What follows belongs to an exercise in optimizing a design on an open flow for small area, a short achievable clock period and few clock cycles per item; a production flow would make more cautious choices.
Function was checked by simulation only, so behaviour that the tests miss may differ from the original.

==> 06-24 <==
// pm32
module pm32 (
    input  logic          clk,
    input  logic          rst,
    input  logic          start,
    input  logic [31:0]   mc,
    input  logic [31:0]   mp,
    output logic [63:0]   p,
    output logic          done,
    input  logic          op  
);
==> flow/config.mk <==
export PLATFORM = sky130hd
export DESIGN_NAME = pm32
export DESIGN_NICKNAME = pm32
export VERILOG_FILES = /design/flow/design.v
export SDC_FILE = /design/flow/constraint.sdc
export NUM_CORES = 4
export LEC_CHECK = 0
export CAP_MARGIN = 20
export CORE_MARGIN = 2
export CORE_UTILIZATION = 40
export SLEW_MARGIN = 20
export SYNTH_HIERARCHICAL = 1
==> flow/constraint.sdc <==
create_clock -name core_clock -period 5.0 [get_ports {clk}]
set_input_delay 1.0000 -clock core_clock [delete_from_list [all_inputs] [get_ports {clk}]]
set_output_delay 1.0000 -clock core_clock [all_outputs]
set_load 0.01 [all_outputs]
standard.sh (not shown) runs the stock make flow with config.mk's settings and CLKGATE_MAP_FILE= SYNTH_SCRIPT=/design/flow/synth_recipe.tcl, a recipe that flattens the netlist after the stock synthesis.
==> flow/flow/run.sh <==
#!/bin/bash
# The standard layout, with the port buffers made of buf_4 cells instead of the
# cell buffer_ports picks by itself (a slow delay buffer on sky130hd).
set -euo pipefail
export BUFFER_PORTS_ARGS="-buffer_cell sky130_fd_sc_hd__buf_4"
bash standard.sh > standard.log 2>&1
==> 01-04: changes against 06-24 <==
Settings changed: CAP_MARGIN 20 to 0, SLEW_MARGIN 20 to 0.
==> comparison table <==
	06-24	01-04
Result of the run	complete, no violations	complete, no violations
Setup repair after global routing missed its margin	yes	yes
Number of enable flip-flop cells after synthesis	124	124
# clock sinks	125	125
Antenna violations before repair	1	1
Met1 WL	42300 µm	42300 µm
Combined buffer and inverter count along the critical path	4	4
Sum of routed wire length over all layers	98900 µm	98900 µm
Cells on worst reg2reg path	1	1
Async set-or-reset flop fraction in the synthesized netlist	0.800%	0.800%
Stage delay of the slowest cell on the critical path	0.34 ns	0.34 ns
Remaining routing DRC violations	0	0
Testbench counts of 06-24, summed over its fixed seeds: cycles 1,600, items 1,600.
Testbench counts of 01-04, summed over its fixed seeds: cycles 1,600, items 1,600.

* * *

==> build 20: inputs <==
Another version of the RTL of pm32 (not shown whole).
==> flow/design.v (excerpt) <==
module pm32 (
    input  logic          clk,
    input  logic          rst,
    input  logic          start,
    input  logic [31:0]   mc,
    input  logic [31:0]   mp,
    output logic [63:0]   p,
    output logic          done,
    input  logic          op  
);
==> flow/config.mk <==
export PLATFORM = sky130hd
export DESIGN_NAME = pm32
export DESIGN_NICKNAME = pm32
export VERILOG_FILES = /design/flow/design.v
export SDC_FILE = /design/flow/constraint.sdc
export NUM_CORES = 4
export LEC_CHECK = 0
export CAP_MARGIN = 20
export CORE_MARGIN = 2
export CORE_UTILIZATION = 40
export SLEW_MARGIN = 20
export SYNTH_HIERARCHICAL = 1
==> flow/constraint.sdc <==
create_clock -name core_clock -period 5.0 [get_ports {clk}]
set_input_delay 1.0000 -clock core_clock [delete_from_list [all_inputs] [get_ports {clk}]]
set_output_delay 1.0000 -clock core_clock [all_outputs]
set_load 0.01 [all_outputs]
Scripts as last shown in full above: flow/flow/run.sh
==> build 47 (differences from build 20) <==
--- a/flow/design.v
+++ b/flow/design.v
@@ -14,17 +14,16 @@
         if (rst)
             done <= 1'b0;
         else if (start)
             done <= 1'b1;
     end
-    logic [15:0] ng, nx, one, two, onen, twon;
+    logic [15:0] ng, one, two, onen, twon;
     logic [32:0] mpx;
     assign mpx = {mp, 1'b0};
     genvar j, i;
     generate
         for (j = 0; j < 16; j++) begin : gen_enc
-            assign nx[j]  = mpx[2*j+2];
             assign ng[j]  = mpx[2*j+2] & ~(mpx[2*j+1] & mpx[2*j]);
             assign one[j] = mpx[2*j+1] ^ mpx[2*j];
             assign two[j] = (mpx[2*j+2] & ~mpx[2*j+1] & ~mpx[2*j]) | (~mpx[2*j+2] & mpx[2*j+1] & mpx[2*j]);
         end
     endgenerate
@@ -33,120 +32,120 @@
     logic [32:0] m;
     assign m = {mc[31], mc};
     logic [33:0] z0;
     logic [32:0] pp0;
     logic        ppn0;
-    assign z0[0] = ~nx[0];
+    assign z0[0] = ~ng[0];
     assign ppn0 = ~pp0[32];
     logic [33:0] z1;
     logic [32:0] pp1;
     logic        ppn1;
-    assign z1[0] = ~nx[1];
+    assign z1[0] = ~ng[1];
     assign ppn1 = ~pp1[32];
     logic [33:0] z2;
     logic [32:0] pp2;
     logic        ppn2;
-    assign z2[0] = ~nx[2];
+    assign z2[0] = ~ng[2];
     assign ppn2 = ~pp2[32];
     logic [33:0] z3;
     logic [32:0] pp3;
     logic        ppn3;
-    assign z3[0] = ~nx[3];
+    assign z3[0] = ~ng[3];
     assign ppn3 = ~pp3[32];
     logic [33:0] z4;
     logic [32:0] pp4;
     logic        ppn4;
-    assign z4[0] = ~nx[4];
+    assign z4[0] = ~ng[4];
     assign ppn4 = ~pp4[32];
     logic [33:0] z5;
     logic [32:0] pp5;
     logic        ppn5;
-    assign z5[0] = ~nx[5];
+    assign z5[0] = ~ng[5];
     assign ppn5 = ~pp5[32];
     logic [33:0] z6;
     logic [32:0] pp6;
     logic        ppn6;
-    assign z6[0] = ~nx[6];
+    assign z6[0] = ~ng[6];
     assign ppn6 = ~pp6[32];
     logic [33:0] z7;
     logic [32:0] pp7;
     logic        ppn7;
-    assign z7[0] = ~nx[7];
+    assign z7[0] = ~ng[7];
     assign ppn7 = ~pp7[32];
     logic [33:0] z8;
     logic [32:0] pp8;
     logic        ppn8;
-    assign z8[0] = ~nx[8];
+    assign z8[0] = ~ng[8];
     assign ppn8 = ~pp8[32];
     logic [33:0] z9;
     logic [32:0] pp9;
     logic        ppn9;
-    assign z9[0] = ~nx[9];
+    assign z9[0] = ~ng[9];
     assign ppn9 = ~pp9[32];
     logic [33:0] z10;
     logic [32:0] pp10;
     logic        ppn10;
-    assign z10[0] = ~nx[10];
+    assign z10[0] = ~ng[10];
     assign ppn10 = ~pp10[32];
     logic [33:0] z11;
     logic [32:0] pp11;
     logic        ppn11;
-    assign z11[0] = ~nx[11];
+    assign z11[0] = ~ng[11];
     assign ppn11 = ~pp11[32];
     logic [33:0] z12;
     logic [32:0] pp12;
     logic        ppn12;
-    assign z12[0] = ~nx[12];
+    assign z12[0] = ~ng[12];
     assign ppn12 = ~pp12[32];
     logic [33:0] z13;
     logic [32:0] pp13;
     logic        ppn13;
-    assign z13[0] = ~nx[13];
+    assign z13[0] = ~ng[13];
     assign ppn13 = ~pp13[32];
     logic [33:0] z14;
     logic [32:0] pp14;
     logic        ppn14;
-    assign z14[0] = ~nx[14];
+    assign z14[0] = ~ng[14];
     assign ppn14 = ~pp14[32];
     logic [33:0] z15;
     logic [32:0] pp15;
     logic        ppn15;
-    assign z15[0] = ~nx[15];
+    assign z15[0] = ~ng[15];
     assign ppn15 = ~pp15[32];
     generate
         for (i = 0; i < 33; i++) begin : gen_pp
-            XN  x0 (.a(m[i]), .b(nx[0]), .y(z0[i+1]));
+            XN  x0 (.a(m[i]), .b(ng[0]), .y(z0[i+1]));
             SEL s0 (.z(z0[i+1]), .z1(z0[i]), .onen(onen[0]), .twon(twon[0]), .pp(pp0[i]));
-            XN  x1 (.a(m[i]), .b(nx[1]), .y(z1[i+1]));
+            XN  x1 (.a(m[i]), .b(ng[1]), .y(z1[i+1]));
             SEL s1 (.z(z1[i+1]), .z1(z1[i]), .onen(onen[1]), .twon(twon[1]), .pp(pp1[i]));
-            XN  x2 (.a(m[i]), .b(nx[2]), .y(z2[i+1]));
+            XN  x2 (.a(m[i]), .b(ng[2]), .y(z2[i+1]));
             SEL s2 (.z(z2[i+1]), .z1(z2[i]), .onen(onen[2]), .twon(twon[2]), .pp(pp2[i]));
-            XN  x3 (.a(m[i]), .b(nx[3]), .y(z3[i+1]));
+            XN  x3 (.a(m[i]), .b(ng[3]), .y(z3[i+1]));
             SEL s3 (.z(z3[i+1]), .z1(z3[i]), .onen(onen[3]), .twon(twon[3]), .pp(pp3[i]));
-            XN  x4 (.a(m[i]), .b(nx[4]), .y(z4[i+1]));
+            XN  x4 (.a(m[i]), .b(ng[4]), .y(z4[i+1]));
             SEL s4 (.z(z4[i+1]), .z1(z4[i]), .onen(onen[4]), .twon(twon[4]), .pp(pp4[i]));
-            XN  x5 (.a(m[i]), .b(nx[5]), .y(z5[i+1]));
+            XN  x5 (.a(m[i]), .b(ng[5]), .y(z5[i+1]));
             SEL s5 (.z(z5[i+1]), .z1(z5[i]), .onen(onen[5]), .twon(twon[5]), .pp(pp5[i]));
-            XN  x6 (.a(m[i]), .b(nx[6]), .y(z6[i+1]));
+            XN  x6 (.a(m[i]), .b(ng[6]), .y(z6[i+1]));
             SEL s6 (.z(z6[i+1]), .z1(z6[i]), .onen(onen[6]), .twon(twon[6]), .pp(pp6[i]));
-            XN  x7 (.a(m[i]), .b(nx[7]), .y(z7[i+1]));
+            XN  x7 (.a(m[i]), .b(ng[7]), .y(z7[i+1]));
             SEL s7 (.z(z7[i+1]), .z1(z7[i]), .onen(onen[7]), .twon(twon[7]), .pp(pp7[i]));
-            XN  x8 (.a(m[i]), .b(nx[8]), .y(z8[i+1]));
+            XN  x8 (.a(m[i]), .b(ng[8]), .y(z8[i+1]));
             SEL s8 (.z(z8[i+1]), .z1(z8[i]), .onen(onen[8]), .twon(twon[8]), .pp(pp8[i]));
-            XN  x9 (.a(m[i]), .b(nx[9]), .y(z9[i+1]));
+            XN  x9 (.a(m[i]), .b(ng[9]), .y(z9[i+1]));
             SEL s9 (.z(z9[i+1]), .z1(z9[i]), .onen(onen[9]), .twon(twon[9]), .pp(pp9[i]));
-            XN  x10 (.a(m[i]), .b(nx[10]), .y(z10[i+1]));
+            XN  x10 (.a(m[i]), .b(ng[10]), .y(z10[i+1]));
             SEL s10 (.z(z10[i+1]), .z1(z10[i]), .onen(onen[10]), .twon(twon[10]), .pp(pp10[i]));
-            XN  x11 (.a(m[i]), .b(nx[11]), .y(z11[i+1]));
+            XN  x11 (.a(m[i]), .b(ng[11]), .y(z11[i+1]));
             SEL s11 (.z(z11[i+1]), .z1(z11[i]), .onen(onen[11]), .twon(twon[11]), .pp(pp11[i]));
-            XN  x12 (.a(m[i]), .b(nx[12]), .y(z12[i+1]));
+            XN  x12 (.a(m[i]), .b(ng[12]), .y(z12[i+1]));
             SEL s12 (.z(z12[i+1]), .z1(z12[i]), .onen(onen[12]), .twon(twon[12]), .pp(pp12[i]));
-            XN  x13 (.a(m[i]), .b(nx[13]), .y(z13[i+1]));
+            XN  x13 (.a(m[i]), .b(ng[13]), .y(z13[i+1]));
             SEL s13 (.z(z13[i+1]), .z1(z13[i]), .onen(onen[13]), .twon(twon[13]), .pp(pp13[i]));
-            XN  x14 (.a(m[i]), .b(nx[14]), .y(z14[i+1]));
+            XN  x14 (.a(m[i]), .b(ng[14]), .y(z14[i+1]));
             SEL s14 (.z(z14[i+1]), .z1(z14[i]), .onen(onen[14]), .twon(twon[14]), .pp(pp14[i]));
-            XN  x15 (.a(m[i]), .b(nx[15]), .y(z15[i+1]));
+            XN  x15 (.a(m[i]), .b(ng[15]), .y(z15[i+1]));
             SEL s15 (.z(z15[i+1]), .z1(z15[i]), .onen(onen[15]), .twon(twon[15]), .pp(pp15[i]));
         end
     endgenerate
     logic t1, t2, t3, t4, t5, t6, t7, t8, t9, t10, t11, t12, t13, t14, t15, t16, t17, t18, t19, t20, t21, t22, t23, t24, t25, t26, t27, t28, t29, t30, t31, t32, t33, t34, t35, t36, t37, t38, t39, t40, t41, t42, t43, t44, t45, t46, t47, t48, t49, t50, t51, t52, t53, t54, t55, t56, t57, t58, t59, t60, t61, t62, t63, t64, t65, t66, t67, t68, t69, t70, t71, t72, t73, t74, t75, t76, t77, t78, t79, t80, t81, t82, t83, t84, t85, t86, t87, t88, t89, t90, t91, t92, t93, t94, t95, t96, t97, t98, t99, t100, t101, t102, t103, t104, t105, t106, t107, t108, t109, t110, t111, t112, t113, t114, t115, t116, t117, t118, t119, t120, t121, t122, t123, t124, t125, t126, t127, t128, t129, t130, t131, t132, t133, t134, t135, t136, t137, t138, t139, t140, t141, t142, t143, t144, t145, t146, t147, t148, t149, t150, t151, t152, t153, t154, t155, t156, t157, t158, t159, t160, t161, t162, t163, t164, t165, t166, t167, t168, t169, t170, t171, t172, t173, t174, t175, t176, t177, t178, t179, t180, t181, t182, t183, t184, t185, t186, t187, t188, t189, t190, t191, t192, t193, t194, t195, t196, t197, t198, t199, t200, t201, t202, t203, t204, t205, t206, t207, t208, t209, t210, t211, t212, t213, t214, t215, t216, t217, t218, t219, t220, t221, t222, t223, t224, t225, t226, t227, t228, t229, t230, t231, t232, t233, t234, t235, t236, t237, t238, t239, t240, t241, t242, t243, t244, t245, t246, t247, t248, t249, t250, t251, t252, t253, t254, t255, t256, t257, t258, t259, t260, t261, t262, t263, t264, t265, t266, t267, t268, t269, t270, t271, t272, t273, t274, t275, t276, t277, t278, t279, t280, t281, t282, t283, t284, t285, t286, t287, t288, t289, t290, t291, t292, t293, t294, t295, t296, t297, t298, t299, t300, t301, t302, t303, t304, t305, t306, t307, t308, t309, t310, t311, t312, t313, t314, t315, t316, t317, t318, t319, t320, t321, t322, t323, t324, t325, t326, t327, t328, t329, t330, t331, t332, t333, t334, t335, t336, t337, t338, t339, t340, t341, t342, t343, t344, t345, t346, t347, t348, t349, t350, t351, t352, t353, t354, t355, t356, t357, t358, t359, t360, t361, t362, t363, t364, t365, t366, t367, t368, t369, t370, t371, t372, t373, t374, t375, t376, t377, t378, t379, t380, t381, t382, t383, t384, t385, t386, t387, t388, t389, t390, t391, t392, t393, t394, t395, t396, t397, t398, t399, t400, t401, t402, t403, t404, t405, t406, t407, t408, t409, t410, t411, t412, t413, t414, t415, t416, t417, t418, t419, t420, t421, t422, t423, t424, t425, t426, t427, t428, t429, t430, t431, t432, t433, t434, t435, t436, t437, t438, t439, t440, t441, t442, t443, t444, t445, t446, t447, t448, t449, t450, t451, t452, t453, t454, t455, t456, t457, t458, t459, t460, t461, t462, t463, t464, t465, t466, t467, t468, t469, t470, t471, t472, t473, t474, t475, t476, t477, t478, t479, t480, t481, t482, t483, t484, t485, t486, t487, t488, t489, t490, t491, t492, t493, t494, t495, t496, t497, t498, t499, t500, t501, t502, t503, t504, t505, t506, t507, t508, t509, t510, t511, t512, t513, t514, t515, t516, t517, t518, t519, t520, t521, t522, t523, t524, t525, t526, t527, t528, t529, t530, t531, t532, t533, t534, t535, t536, t537, t538, t539, t540, t541, t542, t543, t544, t545, t546, t547, t548, t549, t550, t551, t552, t553, t554, t555, t556, t557, t558, t559, t560, t561, t562, t563, t564, t565, t566, t567, t568, t569, t570, t571, t572, t573, t574, t575, t576, t577, t578, t579, t580, t581, t582, t583, t584, t585, t586, t587, t588, t589, t590, t591, t592, t593, t594, t595, t596, t597, t598, t599, t600, t601, t602, t603, t604, t605, t606, t607, t608, t609, t610, t611, t612, t613, t614, t615, t616, t617, t618, t619, t620, t621, t622, t623, t624, t625, t626, t627, t628, t629, t630, t631, t632, t633, t634, t635, t636, t637, t638, t639, t640, t641, t642, t643, t644, t645, t646, t647, t648, t649, t650, t651, t652, t653, t654, t655, t656, t657, t658, t659, t660, t661, t662, t663, t664, t665, t666, t667, t668, t669, t670, t671, t672, t673, t674, t675, t676, t677, t678, t679, t680, t681, t682, t683, t684, t685, t686, t687, t688, t689, t690, t691, t692, t693, t694, t695, t696, t697, t698, t699, t700, t701, t702, t703, t704, t705, t706, t707, t708, t709, t710, t711, t712, t713, t714, t715, t716, t717, t718, t719, t720, t721, t722, t723, t724, t725, t726, t727, t728, t729, t730, t731, t732, t733, t734, t735, t736, t737, t738, t739, t740, t741, t742, t743, t744, t745, t746, t747, t748, t749, t750, t751, t752, t753, t754, t755, t756, t757, t758, t759, t760, t761, t762, t763, t764, t765, t766, t767, t768, t769, t770, t771, t772, t773, t774, t775, t776, t777, t778, t779, t780, t781, t782, t783, t784, t785, t786, t787, t788, t789, t790, t791, t792, t793, t794, t795, t796, t797, t798, t799, t800, t801, t802, t803, t804, t805, t806, t807, t808, t809, t810, t811, t812, t813, t814, t815, t816, t817, t818, t819, t820, t821, t822, t823, t824, t825, t826, t827, t828, t829, t830, t831, t832, t833, t834, t835, t836, t837, t838, t839, t840, t841, t842, t843, t844, t845, t846, t847, t848, t849, t850, t851, t852, t853, t854, t855, t856, t857, t858, t859, t860, t861, t862, t863, t864, t865, t866, t867, t868, t869, t870, t871, t872, t873, t874, t875, t876, t877, t878, t879, t880, t881, t882, t883, t884, t885, t886, t887, t888, t889, t890, t891, t892, t893, t894, t895, t896, t897, t898, t899, t900, t901, t902, t903, t904, t905, t906, t907, t908, t909, t910, t911, t912, t913, t914, t915, t916, t917, t918, t919, t920, t921, t922, t923, t924, t925, t926, t927, t928, t929, t930, t931, t932, t933, t934, t935, t936, t937, t938, t939, t940, t941, t942, t943, t944, t945, t946, t947, t948, t949, t950, t951, t952, t953, t954, t955, t956, t957, t958, t959, t960;
     HA ut1 (.a(ng[1]), .b(pp0[2]), .s(t1), .c(t2));
==> flow/run.sh (new file) <==
#!/bin/bash
# synth_recipe.tcl (not shown) runs the flow's synth.tcl, then flattens the netlist and writes it again
# the make line also repeats each setting of config.mk as NAME=value (left out here)
make -C /OpenROAD-flow-scripts/flow DESIGN_CONFIG=/design/flow/config.mk WORK_HOME=/design/flow/orfs CLKGATE_MAP_FILE= SYNTH_SCRIPT=/design/flow/synth_recipe.tcl finish
removed: flow/flow/run.sh
removed: flow/standard.sh
==> run notes <==
Build 20 went through all stages and came out clean. Build 47 completed and failed the layout checks on negative setup slack.
Worst setup slack: build 20 is better than build 47 (0.092 ns).
Against build 20, the core utilization of build 47 is higher by 9.6 points.
Against build 47, the first-iteration DRC count of build 20 is lower by about 3.3%.
Of build 47 and build 20, build 47 has the higher die area (gap 0.23%, measured against build 20).
==> figures <==
item                                                                build 47    build 20
Outcome                                           complete, but fails checks  timing/DRC/antenna clean
Layout check failures                                   negative setup slack           -
ANT cells                                                                  3           0
Average detailed-routed wire length per instance                     25.1 um     25.0 um
Wire length on met1                                                 42300 um    39700 um
Total number of vias                                                   23400       22200
Final WS setup                                                    -0.0221 ns   0.0704 ns
Fraction of area in clock buffers and inverters                        1.43%       1.95%
Synth Area in Compound Gates                                           19.0%       19.1%
Total GRT Usage                                                        29.3%       27.5%
Die area                                                          0.0656 mm2  0.0655 mm2
Testbench counts of build 20, summed over its fixed seeds: cycles 1,600, items 1,600.
Testbench counts of build 47, summed over its fixed seeds: cycles 1,600, items 1,600.

separate check: timing with driven ports:
Ports are ideal in the flow. The routed layouts listed here were re-timed in OpenROAD. Step 1 assumes that a clkbuf_16 drives the clock port and a buf_2 every other input. Step 2, shift: input delay + t, output delay - t, t = (earliest + latest rising clock arrival at the registers) / 2. This alone moves slack from input paths to output paths. Slacks: no drivers / after step 1 / after step 2; pairs: no drivers / after step 1.
run | t (ns) | slack for setup (ns) | hold slack, ns | clock arrival spread, ns | cell pins on the clock port's net
06-24 | 0.514 | 0.252 / 0.224 / -0.291 | 0.375 / 0.340 / 0.469 | 0.021 / 0.021 | 1
01-04 | 0.514 | 0.252 / 0.224 / -0.291 | 0.375 / 0.340 / 0.469 | 0.021 / 0.021 | 1
build 20 | 0.465 | 0.070 / 0.088 / -0.376 | 0.414 / 0.389 / 0.479 | 0.013 / 0.013 | 1
build 47 | 0.482 | -0.022 / -0.007 / -0.490 | 0.477 / 0.477 / 0.477 | 0.010 / 0.011 | 1
Met with ideal ports but missed after step 2: setup timing in 06-24, 01-04 and build 20.
